Source: an optimization exercise on an open RTL-to-GDS flow (aim: small area, a short achievable clock period and few clock cycles). Production flows keep margins and buffers that such runs may drop. No functional check of the RTL was part of this run. Power figures rest on the tool's default switching activity, not on a simulated workload.

==> flow/design.v <==
module HW3_FPMUL_SP(Clk, Rst, St, FPmplier, FPmcand, Done, Ovf, Unf, FPproduct);
  input Clk, Rst, St;
  input [31:0] FPmcand;
  input [31:0] FPmplier;
  output reg Done, Ovf, Unf;
  output reg [31:0] FPproduct;
  reg [22:0] M;             
  reg [24:0] Q;             
  reg [7:0] Ex, Ey;         
  reg [24:0] S, C;           
  reg [7:0] Ls, Lc;         
  reg cr;                   
  reg [1:0] cnt;
  wire [23:0] Mf = {1'b1, M};
  wire on0 = Q[1] ^ Q[0];
  wire tw0 = (Q[2] & ~Q[1] & ~Q[0]) | (~Q[2] & Q[1] & Q[0]);
  wire ng0 = Q[2];
  wire [24:0] y0 = (({25{on0}} & {1'b0, Mf}) | ({25{tw0}} & {Mf, 1'b0})) ^ {25{ng0}};
  wire on1 = Q[3] ^ Q[2];
  wire tw1 = (Q[4] & ~Q[3] & ~Q[2]) | (~Q[4] & Q[3] & Q[2]);
  wire ng1 = Q[4];
  wire [24:0] y1 = (({25{on1}} & {1'b0, Mf}) | ({25{tw1}} & {Mf, 1'b0})) ^ {25{ng1}};
  wire on2 = Q[5] ^ Q[4];
  wire tw2 = (Q[6] & ~Q[5] & ~Q[4]) | (~Q[6] & Q[5] & Q[4]);
  wire ng2 = Q[6];
  wire [24:0] y2 = (({25{on2}} & {1'b0, Mf}) | ({25{tw2}} & {Mf, 1'b0})) ^ {25{ng2}};
  wire on3 = Q[7] ^ Q[6];
  wire tw3 = (Q[8] & ~Q[7] & ~Q[6]) | (~Q[8] & Q[7] & Q[6]);
  wire ng3 = Q[8];
  wire [24:0] y3 = (({25{on3}} & {1'b0, Mf}) | ({25{tw3}} & {Mf, 1'b0})) ^ {25{ng3}};
  wire fs0 = S[0] ^ C[0] ^ ng0;
  wire fc0 = (S[0] & C[0]) | (S[0] & ng0) | (C[0] & ng0);
  wire fs1 = S[1] ^ C[1] ^ fc0;
  wire fc1 = (S[1] & C[1]) | (S[1] & fc0) | (C[1] & fc0);
  wire fs2 = S[2] ^ C[2] ^ ng1;
  wire fc2 = (S[2] & C[2]) | (S[2] & ng1) | (C[2] & ng1);
  wire fs3 = y0[2] ^ y1[0] ^ fs2;
  wire fc3 = (y0[2] & y1[0]) | (y0[2] & fs2) | (y1[0] & fs2);
  wire fs4 = S[3] ^ C[3] ^ fc2;
  wire fc4 = (S[3] & C[3]) | (S[3] & fc2) | (C[3] & fc2);
  wire fs5 = y0[3] ^ y1[1] ^ fc3;
  wire fc5 = (y0[3] & y1[1]) | (y0[3] & fc3) | (y1[1] & fc3);
  wire fs6 = S[4] ^ C[4] ^ ng2;
  wire fc6 = (S[4] & C[4]) | (S[4] & ng2) | (C[4] & ng2);
  wire fs7 = y0[4] ^ y1[2] ^ y2[0];
  wire fc7 = (y0[4] & y1[2]) | (y0[4] & y2[0]) | (y1[2] & y2[0]);
  wire fs8 = fs6 ^ fc4 ^ fs7;
  wire fc8 = (fs6 & fc4) | (fs6 & fs7) | (fc4 & fs7);
  wire fs9 = S[5] ^ C[5] ^ fc6;
  wire fc9 = (S[5] & C[5]) | (S[5] & fc6) | (C[5] & fc6);
  wire fs10 = y0[5] ^ y1[3] ^ y2[1];
  wire fc10 = (y0[5] & y1[3]) | (y0[5] & y2[1]) | (y1[3] & y2[1]);
  wire fs11 = fc7 ^ fs9 ^ fs10;
  wire fc11 = (fc7 & fs9) | (fc7 & fs10) | (fs9 & fs10);
  wire fs12 = S[6] ^ C[6] ^ ng3;
  wire fc12 = (S[6] & C[6]) | (S[6] & ng3) | (C[6] & ng3);
  wire fs13 = y0[6] ^ y1[4] ^ y2[2];
  wire fc13 = (y0[6] & y1[4]) | (y0[6] & y2[2]) | (y1[4] & y2[2]);
  wire fs14 = y3[0] ^ fs12 ^ fc9;
  wire fc14 = (y3[0] & fs12) | (y3[0] & fc9) | (fs12 & fc9);
  wire fs15 = fc10 ^ fs13 ^ fs14;
  wire fc15 = (fc10 & fs13) | (fc10 & fs14) | (fs13 & fs14);
  wire fs16 = S[7] ^ C[7] ^ fc12;
  wire fc16 = (S[7] & C[7]) | (S[7] & fc12) | (C[7] & fc12);
  wire fs17 = y0[7] ^ y1[5] ^ y2[3];
  wire fc17 = (y0[7] & y1[5]) | (y0[7] & y2[3]) | (y1[5] & y2[3]);
  wire fs18 = y3[1] ^ fc13 ^ fs16;
  wire fc18 = (y3[1] & fc13) | (y3[1] & fs16) | (fc13 & fs16);
  wire fs19 = fs17 ^ fc14 ^ fs18;
  wire fc19 = (fs17 & fc14) | (fs17 & fs18) | (fc14 & fs18);
  wire fs20 = S[8] ^ C[8] ^ y0[8];
  wire fc20 = (S[8] & C[8]) | (S[8] & y0[8]) | (C[8] & y0[8]);
  wire fs21 = y1[6] ^ y2[4] ^ y3[2];
  wire fc21 = (y1[6] & y2[4]) | (y1[6] & y3[2]) | (y2[4] & y3[2]);
  wire fs22 = fc16 ^ fc17 ^ fs20;
  wire fc22 = (fc16 & fc17) | (fc16 & fs20) | (fc17 & fs20);
  wire fs23 = fs21 ^ fc18 ^ fs22;
  wire fc23 = (fs21 & fc18) | (fs21 & fs22) | (fc18 & fs22);
  wire fs24 = S[9] ^ C[9] ^ y0[9];
  wire fc24 = (S[9] & C[9]) | (S[9] & y0[9]) | (C[9] & y0[9]);
  wire fs25 = y1[7] ^ y2[5] ^ y3[3];
  wire fc25 = (y1[7] & y2[5]) | (y1[7] & y3[3]) | (y2[5] & y3[3]);
  wire fs26 = fc20 ^ fc21 ^ fs24;
  wire fc26 = (fc20 & fc21) | (fc20 & fs24) | (fc21 & fs24);
  wire fs27 = fs25 ^ fc22 ^ fs26;
  wire fc27 = (fs25 & fc22) | (fs25 & fs26) | (fc22 & fs26);
  wire fs28 = S[10] ^ C[10] ^ y0[10];
  wire fc28 = (S[10] & C[10]) | (S[10] & y0[10]) | (C[10] & y0[10]);
  wire fs29 = y1[8] ^ y2[6] ^ y3[4];
  wire fc29 = (y1[8] & y2[6]) | (y1[8] & y3[4]) | (y2[6] & y3[4]);
  wire fs30 = fc24 ^ fc25 ^ fs28;
  wire fc30 = (fc24 & fc25) | (fc24 & fs28) | (fc25 & fs28);
  wire fs31 = fs29 ^ fc26 ^ fs30;
  wire fc31 = (fs29 & fc26) | (fs29 & fs30) | (fc26 & fs30);
  wire fs32 = S[11] ^ C[11] ^ y0[11];
  wire fc32 = (S[11] & C[11]) | (S[11] & y0[11]) | (C[11] & y0[11]);
  wire fs33 = y1[9] ^ y2[7] ^ y3[5];
  wire fc33 = (y1[9] & y2[7]) | (y1[9] & y3[5]) | (y2[7] & y3[5]);
  wire fs34 = fc28 ^ fc29 ^ fs32;
  wire fc34 = (fc28 & fc29) | (fc28 & fs32) | (fc29 & fs32);
  wire fs35 = fs33 ^ fc30 ^ fs34;
  wire fc35 = (fs33 & fc30) | (fs33 & fs34) | (fc30 & fs34);
  wire fs36 = S[12] ^ C[12] ^ y0[12];
  wire fc36 = (S[12] & C[12]) | (S[12] & y0[12]) | (C[12] & y0[12]);
  wire fs37 = y1[10] ^ y2[8] ^ y3[6];
  wire fc37 = (y1[10] & y2[8]) | (y1[10] & y3[6]) | (y2[8] & y3[6]);
  wire fs38 = fc32 ^ fc33 ^ fs36;
  wire fc38 = (fc32 & fc33) | (fc32 & fs36) | (fc33 & fs36);
  wire fs39 = fs37 ^ fc34 ^ fs38;
  wire fc39 = (fs37 & fc34) | (fs37 & fs38) | (fc34 & fs38);
  wire fs40 = S[13] ^ C[13] ^ y0[13];
  wire fc40 = (S[13] & C[13]) | (S[13] & y0[13]) | (C[13] & y0[13]);
  wire fs41 = y1[11] ^ y2[9] ^ y3[7];
  wire fc41 = (y1[11] & y2[9]) | (y1[11] & y3[7]) | (y2[9] & y3[7]);
  wire fs42 = fc36 ^ fc37 ^ fs40;
  wire fc42 = (fc36 & fc37) | (fc36 & fs40) | (fc37 & fs40);
  wire fs43 = fs41 ^ fc38 ^ fs42;
  wire fc43 = (fs41 & fc38) | (fs41 & fs42) | (fc38 & fs42);
  wire fs44 = S[14] ^ C[14] ^ y0[14];
  wire fc44 = (S[14] & C[14]) | (S[14] & y0[14]) | (C[14] & y0[14]);
  wire fs45 = y1[12] ^ y2[10] ^ y3[8];
  wire fc45 = (y1[12] & y2[10]) | (y1[12] & y3[8]) | (y2[10] & y3[8]);
  wire fs46 = fc40 ^ fc41 ^ fs44;
  wire fc46 = (fc40 & fc41) | (fc40 & fs44) | (fc41 & fs44);
  wire fs47 = fs45 ^ fc42 ^ fs46;
  wire fc47 = (fs45 & fc42) | (fs45 & fs46) | (fc42 & fs46);
  wire fs48 = S[15] ^ C[15] ^ y0[15];
  wire fc48 = (S[15] & C[15]) | (S[15] & y0[15]) | (C[15] & y0[15]);
  wire fs49 = y1[13] ^ y2[11] ^ y3[9];
  wire fc49 = (y1[13] & y2[11]) | (y1[13] & y3[9]) | (y2[11] & y3[9]);
  wire fs50 = fc44 ^ fc45 ^ fs48;
  wire fc50 = (fc44 & fc45) | (fc44 & fs48) | (fc45 & fs48);
  wire fs51 = fs49 ^ fc46 ^ fs50;
  wire fc51 = (fs49 & fc46) | (fs49 & fs50) | (fc46 & fs50);
  wire fs52 = S[16] ^ C[16] ^ y0[16];
  wire fc52 = (S[16] & C[16]) | (S[16] & y0[16]) | (C[16] & y0[16]);
  wire fs53 = y1[14] ^ y2[12] ^ y3[10];
  wire fc53 = (y1[14] & y2[12]) | (y1[14] & y3[10]) | (y2[12] & y3[10]);
  wire fs54 = fc48 ^ fc49 ^ fs52;
  wire fc54 = (fc48 & fc49) | (fc48 & fs52) | (fc49 & fs52);
  wire fs55 = fs53 ^ fc50 ^ fs54;
  wire fc55 = (fs53 & fc50) | (fs53 & fs54) | (fc50 & fs54);
  wire fs56 = S[17] ^ C[17] ^ y0[17];
  wire fc56 = (S[17] & C[17]) | (S[17] & y0[17]) | (C[17] & y0[17]);
  wire fs57 = y1[15] ^ y2[13] ^ y3[11];
  wire fc57 = (y1[15] & y2[13]) | (y1[15] & y3[11]) | (y2[13] & y3[11]);
  wire fs58 = fc52 ^ fc53 ^ fs56;
  wire fc58 = (fc52 & fc53) | (fc52 & fs56) | (fc53 & fs56);
  wire fs59 = fs57 ^ fc54 ^ fs58;
  wire fc59 = (fs57 & fc54) | (fs57 & fs58) | (fc54 & fs58);
  wire fs60 = S[18] ^ C[18] ^ y0[18];
  wire fc60 = (S[18] & C[18]) | (S[18] & y0[18]) | (C[18] & y0[18]);
  wire fs61 = y1[16] ^ y2[14] ^ y3[12];
  wire fc61 = (y1[16] & y2[14]) | (y1[16] & y3[12]) | (y2[14] & y3[12]);
  wire fs62 = fc56 ^ fc57 ^ fs60;
  wire fc62 = (fc56 & fc57) | (fc56 & fs60) | (fc57 & fs60);
  wire fs63 = fs61 ^ fc58 ^ fs62;
  wire fc63 = (fs61 & fc58) | (fs61 & fs62) | (fc58 & fs62);
  wire fs64 = S[19] ^ C[19] ^ y0[19];
  wire fc64 = (S[19] & C[19]) | (S[19] & y0[19]) | (C[19] & y0[19]);
  wire fs65 = y1[17] ^ y2[15] ^ y3[13];
  wire fc65 = (y1[17] & y2[15]) | (y1[17] & y3[13]) | (y2[15] & y3[13]);
  wire fs66 = fc60 ^ fc61 ^ fs64;
  wire fc66 = (fc60 & fc61) | (fc60 & fs64) | (fc61 & fs64);
  wire fs67 = fs65 ^ fc62 ^ fs66;
  wire fc67 = (fs65 & fc62) | (fs65 & fs66) | (fc62 & fs66);
  wire fs68 = S[20] ^ C[20] ^ y0[20];
  wire fc68 = (S[20] & C[20]) | (S[20] & y0[20]) | (C[20] & y0[20]);
  wire fs69 = y1[18] ^ y2[16] ^ y3[14];
  wire fc69 = (y1[18] & y2[16]) | (y1[18] & y3[14]) | (y2[16] & y3[14]);
  wire fs70 = fc64 ^ fc65 ^ fs68;
  wire fc70 = (fc64 & fc65) | (fc64 & fs68) | (fc65 & fs68);
  wire fs71 = fs69 ^ fc66 ^ fs70;
  wire fc71 = (fs69 & fc66) | (fs69 & fs70) | (fc66 & fs70);
  wire fs72 = S[21] ^ C[21] ^ y0[21];
  wire fc72 = (S[21] & C[21]) | (S[21] & y0[21]) | (C[21] & y0[21]);
  wire fs73 = y1[19] ^ y2[17] ^ y3[15];
  wire fc73 = (y1[19] & y2[17]) | (y1[19] & y3[15]) | (y2[17] & y3[15]);
  wire fs74 = fc68 ^ fc69 ^ fs72;
  wire fc74 = (fc68 & fc69) | (fc68 & fs72) | (fc69 & fs72);
  wire fs75 = fs73 ^ fc70 ^ fs74;
  wire fc75 = (fs73 & fc70) | (fs73 & fs74) | (fc70 & fs74);
  wire fs76 = S[22] ^ C[22] ^ y0[22];
  wire fc76 = (S[22] & C[22]) | (S[22] & y0[22]) | (C[22] & y0[22]);
  wire fs77 = y1[20] ^ y2[18] ^ y3[16];
  wire fc77 = (y1[20] & y2[18]) | (y1[20] & y3[16]) | (y2[18] & y3[16]);
  wire fs78 = fc72 ^ fc73 ^ fs76;
  wire fc78 = (fc72 & fc73) | (fc72 & fs76) | (fc73 & fs76);
  wire fs79 = fs77 ^ fc74 ^ fs78;
  wire fc79 = (fs77 & fc74) | (fs77 & fs78) | (fc74 & fs78);
  wire fs80 = S[23] ^ C[23] ^ y0[23];
  wire fc80 = (S[23] & C[23]) | (S[23] & y0[23]) | (C[23] & y0[23]);
  wire fs81 = y1[21] ^ y2[19] ^ y3[17];
  wire fc81 = (y1[21] & y2[19]) | (y1[21] & y3[17]) | (y2[19] & y3[17]);
  wire fs82 = fc76 ^ fc77 ^ fs80;
  wire fc82 = (fc76 & fc77) | (fc76 & fs80) | (fc77 & fs80);
  wire fs83 = fs81 ^ fc78 ^ fs82;
  wire fc83 = (fs81 & fc78) | (fs81 & fs82) | (fc78 & fs82);
  wire fs84 = 1'b1 ^ S[24] ^ C[24];
  wire fc84 = (1'b1 & S[24]) | (1'b1 & C[24]) | (S[24] & C[24]);
  wire fs85 = fs84 ^ y0[24] ^ y1[22];
  wire fc85 = (fs84 & y0[24]) | (fs84 & y1[22]) | (y0[24] & y1[22]);
  wire fs86 = y2[20] ^ y3[18] ^ fc80;
  wire fc86 = (y2[20] & y3[18]) | (y2[20] & fc80) | (y3[18] & fc80);
  wire fs87 = fc81 ^ fs85 ^ fc82;
  wire fc87 = (fc81 & fs85) | (fc81 & fc82) | (fs85 & fc82);
  wire fs88 = fs86 ^ fc83 ^ fs87;
  wire fc88 = (fs86 & fc83) | (fs86 & fs87) | (fc83 & fs87);
  wire fs89 = fc84 ^ ~ng0 ^ y1[23];
  wire fc89 = (fc84 & ~ng0) | (fc84 & y1[23]) | (~ng0 & y1[23]);
  wire fs90 = y2[21] ^ y3[19] ^ fc85;
  wire fc90 = (y2[21] & y3[19]) | (y2[21] & fc85) | (y3[19] & fc85);
  wire fs91 = fs89 ^ fc86 ^ fs90;
  wire fc91 = (fs89 & fc86) | (fs89 & fs90) | (fc86 & fs90);
  wire fs92 = fc87 ^ fs91 ^ fc88;
  wire fc92 = (fc87 & fs91) | (fc87 & fc88) | (fs91 & fc88);
  wire fs93 = 1'b1 ^ y1[24] ^ y2[22];
  wire fc93 = (1'b1 & y1[24]) | (1'b1 & y2[22]) | (y1[24] & y2[22]);
  wire fs94 = y3[20] ^ fc89 ^ fs93;
  wire fc94 = (y3[20] & fc89) | (y3[20] & fs93) | (fc89 & fs93);
  wire fs95 = fc90 ^ fs94 ^ fc91;
  wire fc95 = (fc90 & fs94) | (fc90 & fc91) | (fs94 & fc91);
  wire fs96 = ~ng1 ^ y2[23] ^ y3[21];
  wire fc96 = (~ng1 & y2[23]) | (~ng1 & y3[21]) | (y2[23] & y3[21]);
  wire fs97 = fc93 ^ fs96 ^ fc94;
  wire fc97 = (fc93 & fs96) | (fc93 & fc94) | (fs96 & fc94);
  wire fs98 = 1'b1 ^ y2[24] ^ y3[22];
  wire fc98 = (1'b1 & y2[24]) | (1'b1 & y3[22]) | (y2[24] & y3[22]);
  wire fs99 = fc96 ^ fs98 ^ fc97;
  wire fc99 = (fc96 & fs98) | (fc96 & fc97) | (fs98 & fc97);
  wire fs100 = ~ng2 ^ y3[23] ^ fc98;
  wire fc100 = (~ng2 & y3[23]) | (~ng2 & fc98) | (y3[23] & fc98);
  wire fs101 = 1'b1 ^ y3[24] ^ fc100;
  wire fc101 = (1'b1 & y3[24]) | (1'b1 & fc100) | (y3[24] & fc100);
  wire [32:0] TS = {1'b0, ~ng3, fs101, fc99, fs99, fc95, fc92, fs92, fs88, fc79, fc75, fc71, fc67, fc63, fc59, fc55, fc51, fc47, fc43, fc39, fc35, fc31, fc27, fc23, fc19, fc15, fc11, fc8, fc5, fs4, fc1, y0[1], y0[0]};
  wire [32:0] TC = {1'b0, fc101, 1'b0, fs100, 1'b0, fs97, fs95, 1'b0, 1'b0, fs83, fs79, fs75, fs71, fs67, fs63, fs59, fs55, fs51, fs47, fs43, fs39, fs35, fs31, fs27, fs23, fs19, fs15, fs11, fs8, fs5, fs3, fs1, fs0};
  wire [8:0] lo = Ls + Lc + cr;
  wire [31:0] P = {S[23:0], Ls} + {C[23:0], Lc} + {Mf, 8'd0} + cr;    
  wire p47 = P[31];
  wire [22:0] F = p47 ? P[30:8] : P[29:7];
  wire [8:0] ES = Ex + Ey;
  wire [7:0] E0 = ES[7:0] + 8'd129;
  wire [7:0] E1 = ES[7:0] + 8'd130;
  wire ovf0 = ES >= 9'd382, ovf1 = ES >= 9'd381;
  wire unf0 = ES <= 9'd127, unf1 = ES <= 9'd126;
  wire last = (cnt == 2'd3);
  always @(posedge Clk) begin
    if (Rst) begin
      Done <= 1'b1;
    end else if (Done) begin
      if (St) Done <= 1'b0;
    end else if (last) begin
      Done <= 1'b1;
    end
    if (Done) begin
      M <= FPmcand[22:0];
      Q <= {1'b1, FPmplier[22:0], 1'b0};
      Ex <= FPmcand[30:23];
      Ey <= FPmplier[30:23];
      S <= 25'h1000000; C <= 0; Ls <= 0; Lc <= 0; cr <= 1'b0;
      cnt <= 0;
      if (St) FPproduct[31] <= FPmcand[31] ^ FPmplier[31];
    end else begin
      Q <= Q >> 8;
      S <= TS[32:8];
      C <= TC[32:8];
      Ls <= TS[7:0];
      Lc <= TC[7:0];
      cr <= lo[8];
      cnt <= cnt + 1'b1;
      if (last) begin
        FPproduct[30:23] <= p47 ? E1 : E0;
        FPproduct[22:0] <= F;
        Ovf <= p47 ? ovf1 : ovf0;
        Unf <= p47 ? unf1 : unf0;
      end
    end
  end
endmodule
==> flow/run.sh <==
#!/bin/bash
# synth_recipe.tcl (not shown) runs the flow's synth.tcl, then flattens the netlist and writes it again
# the make line also repeats each setting of config.mk as NAME=value (left out here)
make -C /OpenROAD-flow-scripts/flow DESIGN_CONFIG=/design/flow/config.mk WORK_HOME=/design/flow/orfs CLKGATE_MAP_FILE= SYNTH_SCRIPT=/design/flow/synth_recipe.tcl finish
==> flow/config.mk <==
export PLATFORM = sky130hd
export DESIGN_NAME = HW3_FPMUL_SP
export DESIGN_NICKNAME = HW3_FPMUL_SP
export VERILOG_FILES = /design/flow/design.v
export SDC_FILE = /design/flow/constraint.sdc
export NUM_CORES = 4
export LEC_CHECK = 0
export ABC_CLOCK_PERIOD_IN_PS = 2000
export CAP_MARGIN = 20
export CORE_MARGIN = 2
export CORE_UTILIZATION = 40
export SETUP_SLACK_MARGIN = 5
export SLEW_MARGIN = 20
==> flow/constraint.sdc <==
create_clock -name core_clock -period 9.0 [get_ports {Clk}]
set_input_delay 1.8000 -clock core_clock [delete_from_list [all_inputs] [get_ports {Clk}]]
set_output_delay 1.8000 -clock core_clock [all_outputs]
set_load 0.01 [all_outputs]
==> impl_results.md <==
- CTS tree: yes
- Max-Cap Viols: 0
- Nets@finish: 1933
- Worst IR Drop VDD: 148.2 uV
- RSZ-0062 raised after global routing: yes
- IO buf count: 101
- Post-synthesis compound-gate area fraction: 19.10%
- Leakage: 6.429 nW
- Initial antenna violation count: 0
- First-pass GRT wire length: 59220 um
- Routed WL: 37370 um
- Critical path's largest stage delay: 440 ps
- Final core occ: 46.78%
- Post-Synth XOR/XNOR Area: 2.584%
- Max-slew headroom: 32.44%
- Simple-Gate Fraction of Synth Area: 14.84%
- Initial core utilization: 40.87%
- TritonRoute pass-1 iters: 5
- Synthesized cell area: 0.01419 mm^2
- Unique masters post-synth: 61
- Startpoint types: flip-flop
- Largest net degree at the start of global routing: 103
- Main combinational cell family by area after synthesis: adder cells
- Post-synthesis mux area share: 2.328%
- Syn_nets: 1920
- Fin. max-slew vios: 0
- Status: timing/DRC/antenna clean
- Synth Area in Adders: 25.81%
- Die area: 0.03699 mm^2
- H-tree depth: 4
- Die W: 192.3 um
- Post-synth top area cell: fa_1
- Final TNS setup: 0 ps
- DP Area: 0.01532 mm^2
- CTS buffer count: 17
- Vias in the first global route: 10.96k
- CP dominant cell by count: fa_1
- CTS Sinks: 162
- Final setup vio count: 0
- Register area share after synthesis: 28.01%
- WS Path Type: flip-flop to flip-flop
- Fmax: 257.8 MHz
- EDFF count, synth: 73
- Core ar.: 0.03471 mm^2
- Worst Path Max Fanout: 42
- HPWL after DPL: 26130 um
- Post-CTS Hold Buffers: 0
- Ant. Diodes: 0
- Share of layout cells above drive strength 1: 7.240%
- Clk buf depth: 2
- Number of hold violations in the final report: 0
- Top-area cell type share of the netlist area: 16.51%
- Worst min path class: flip-flop to flip-flop
- Chip height: 192.3 um
- Post-route DRC: 0
- Final Critical Period: 3878 ps
- Clk_skew: 6.539 ps
- Iter 0 DRT Violations: 1048
- Required time worst endpoint: 9320 ps
- Power per Cell Area: 273.7 mW/mm^2
- Routed Antenna Nets: 0
- Vias/cell: 5.477
- Gr usage total: 20.57%
- Area of all placed cells without fillers: 0.01624 mm^2
- FP Rows: 68
- CP max stage cell: a221oi_1
- Root Driver: clkbuf_16
- I/O pins: 102
- Cell Chain, Critical Path: buf_4 -> nor2_1 -> buf_4 -> a221oi_1 -> fa_1 -> inv_1 -> fa_1 -> fa_1 -> inv_1 -> fa_1 -> fa_1 -> nor2b_1
- Syn. warnings: 1
- Clock-pin slew on the worst setup and hold paths: 70 ps
- Crit. End Element: flip-flop
- Ys flop type: dfxtp_1
- Top post-synthesis cells by count: nand2_1, nor2_1, o21ai_0
- Count leader, synth: nand2_1
- Final period utilization: 43.09%
- Total gr overflow: 0
- Critical path arrival: 4200 ps
- Routability cong.: 0.8382
- Avg Cell Area, Syn: 8.479 um^2
- Synth-to-Final Area Change: 14.46%
- Ranking of synthesized cells by area: fa_1, edfxtp_1, dfxtp_1, ha_1, o21ai_0
- Post-synthesis register bit count: 162
- Slew @ Worst Pin: 1011 ps
- DR WL/cell: 17.35 um
- Clock Latency Late Sink: 440 ps
- Synth Instances: 1673
- Async SR Flop Fraction: 0%
- Vias: 11.80k
[metrics by stage]
step | instances | worst slack (ps) | hold slack (ps) | power, mW
2_1_floorplan | 1673 | 5349 | 389.6 | 3.023
3_3_place_gp | 2089 | 4374 | 399.5 | 3.610
3_5_place_dp | 2089 | 4301 | 411.2 | 3.679
4_1_cts | 2146 | 5015 | 420.8 | 4.456
5_1_grt | 2154 | 4922 | 456.2 | 4.888
6_report | 2154 | 5122 | 418.0 | 4.444
[worst max-delay path: cells and delay by family (launching register included)]
| family | cells | cell delay [ps] |
|---|---|---|
| AO/OA/AOI/OAI | 1 | 440 |
| adder cells (fa/ha/maj) | 5 | 1670 |
| buffers and inverters | 4 | 840 |
| flip-flops | 1 | 310 |
| AND/OR/NAND/NOR | 2 | 480 |
[cells by family after synthesis]
family | after synthesis
AO/OA/AOI/OAI | 450
adder cells (fa/ha/maj) | 233
AND/OR/NAND/NOR | 483
multiplexers | 30
flip-flops | 162
XOR/XNOR | 41
buffers and inverters | 274
[layer usage]
layer | global-route usage, % | wire length [um]
met5 | 0 | 0
met4 | 4.786 | 422
met3 | 2.619 | 1753
met2 | 34.48 | 18050
met1 | 28.30 | 17150
[power by group]
part           internal [mW]  total (mW)  switching [mW]
Sequential             0.961        1.09           0.129
Combinational           1.21        2.65            1.45
Clock                  0.381       0.701           0.320
Total                   2.55        4.44            1.89
[state kept, by name, indices dropped and copies added, names as in the netlist]
name       cells
FPproduct     32
Q             25
S             24
M             23
C             20
Ex             8
Ey             8
Lc             8
Ls             8
cnt            2
Done           1
Ovf            1
Unf            1
cr             1
[final timing paths]
check,startpoint,end,slack [ps],cells after the start
worst min register to register,cnt[0],cnt[0],420,1
worst max register to register,Q[7],S[17],5120,12
worst min-delay path,cnt[0],cnt[0],420,1
worst max-delay path,Q[7],S[17],5120,12
[cell usage in the layout, fill, tap and decap left out, types with 5 or more instances in the layout]
master / n
o22ai_1: 66
edfxtp_1: 73
a221oi_1: 23
and2_1: 17
maj3_1: 53
nor2_1: 168
xor2_1: 15
o21a_1: 6
nor3_1: 12
mux2_2: 24
fa_1: 117
a31oi_1: 12
nand2b_1: 8
nand3_1: 7
a21o_1: 13
o211ai_1: 18
clkbuf_16: 17
dfxtp_1: 81
ha_1: 63
a21oi_1: 123
buf_4: 38
o21bai_1: 5
mux2i_1: 6
clkdlybuf4s50_1: 101
nand2_1: 191
xnor2_1: 25
inv_1: 118
o21ai_0: 145
nor2b_1: 65
[timing repair]
item | in CTS | in global routing
cloned | 1 | 0
pin swaps | 1 | 1
gates resized for setup | 8 | 8
setup buffers | 24 | 8
setup endpoints to repair | 38 | 30
endpoints found under the hold margin | 0 | 0
[final cells by class]
type,count,area (um^2)
Fill cell,3366,18480
Timing Repair Buffer,148,1436
Sequential cell,162,3994
Tap cell,455,569.3
Inverter,119,450.4
Clock buffer,17,425.4
Clock inverter,15,131.4
Multi-Input combinational cell,1238,9231

## static timing again, ports no longer ideal
No port has a modelled driver above. Below, the same layout with a new extraction and two added sets of constraints. Step 1, drivers: a clkbuf_16 drives Clk and a buf_2 each remaining input, both assumed. Step 2, shift: input delay + t, output delay - t, t = (earliest + latest rising clock arrival at the registers) / 2. This alone moves slack from input paths to output paths. Slacks: ideal ports / drivers / drivers and shift; pairs: ideal ports / drivers.
t, ns: 0.487
slack for setup (ns): 5.122 / 5.122 / 5.122
worst setup path after step 2: register to register
latest minus earliest clock arrival (ns): 0.007 / 0.007
pins driven straight from the clock port: 1
After both steps this run still meets setup and hold. The setup slack of this run moves by 0.000 ns with the drivers and by 0.000 ns with both steps.
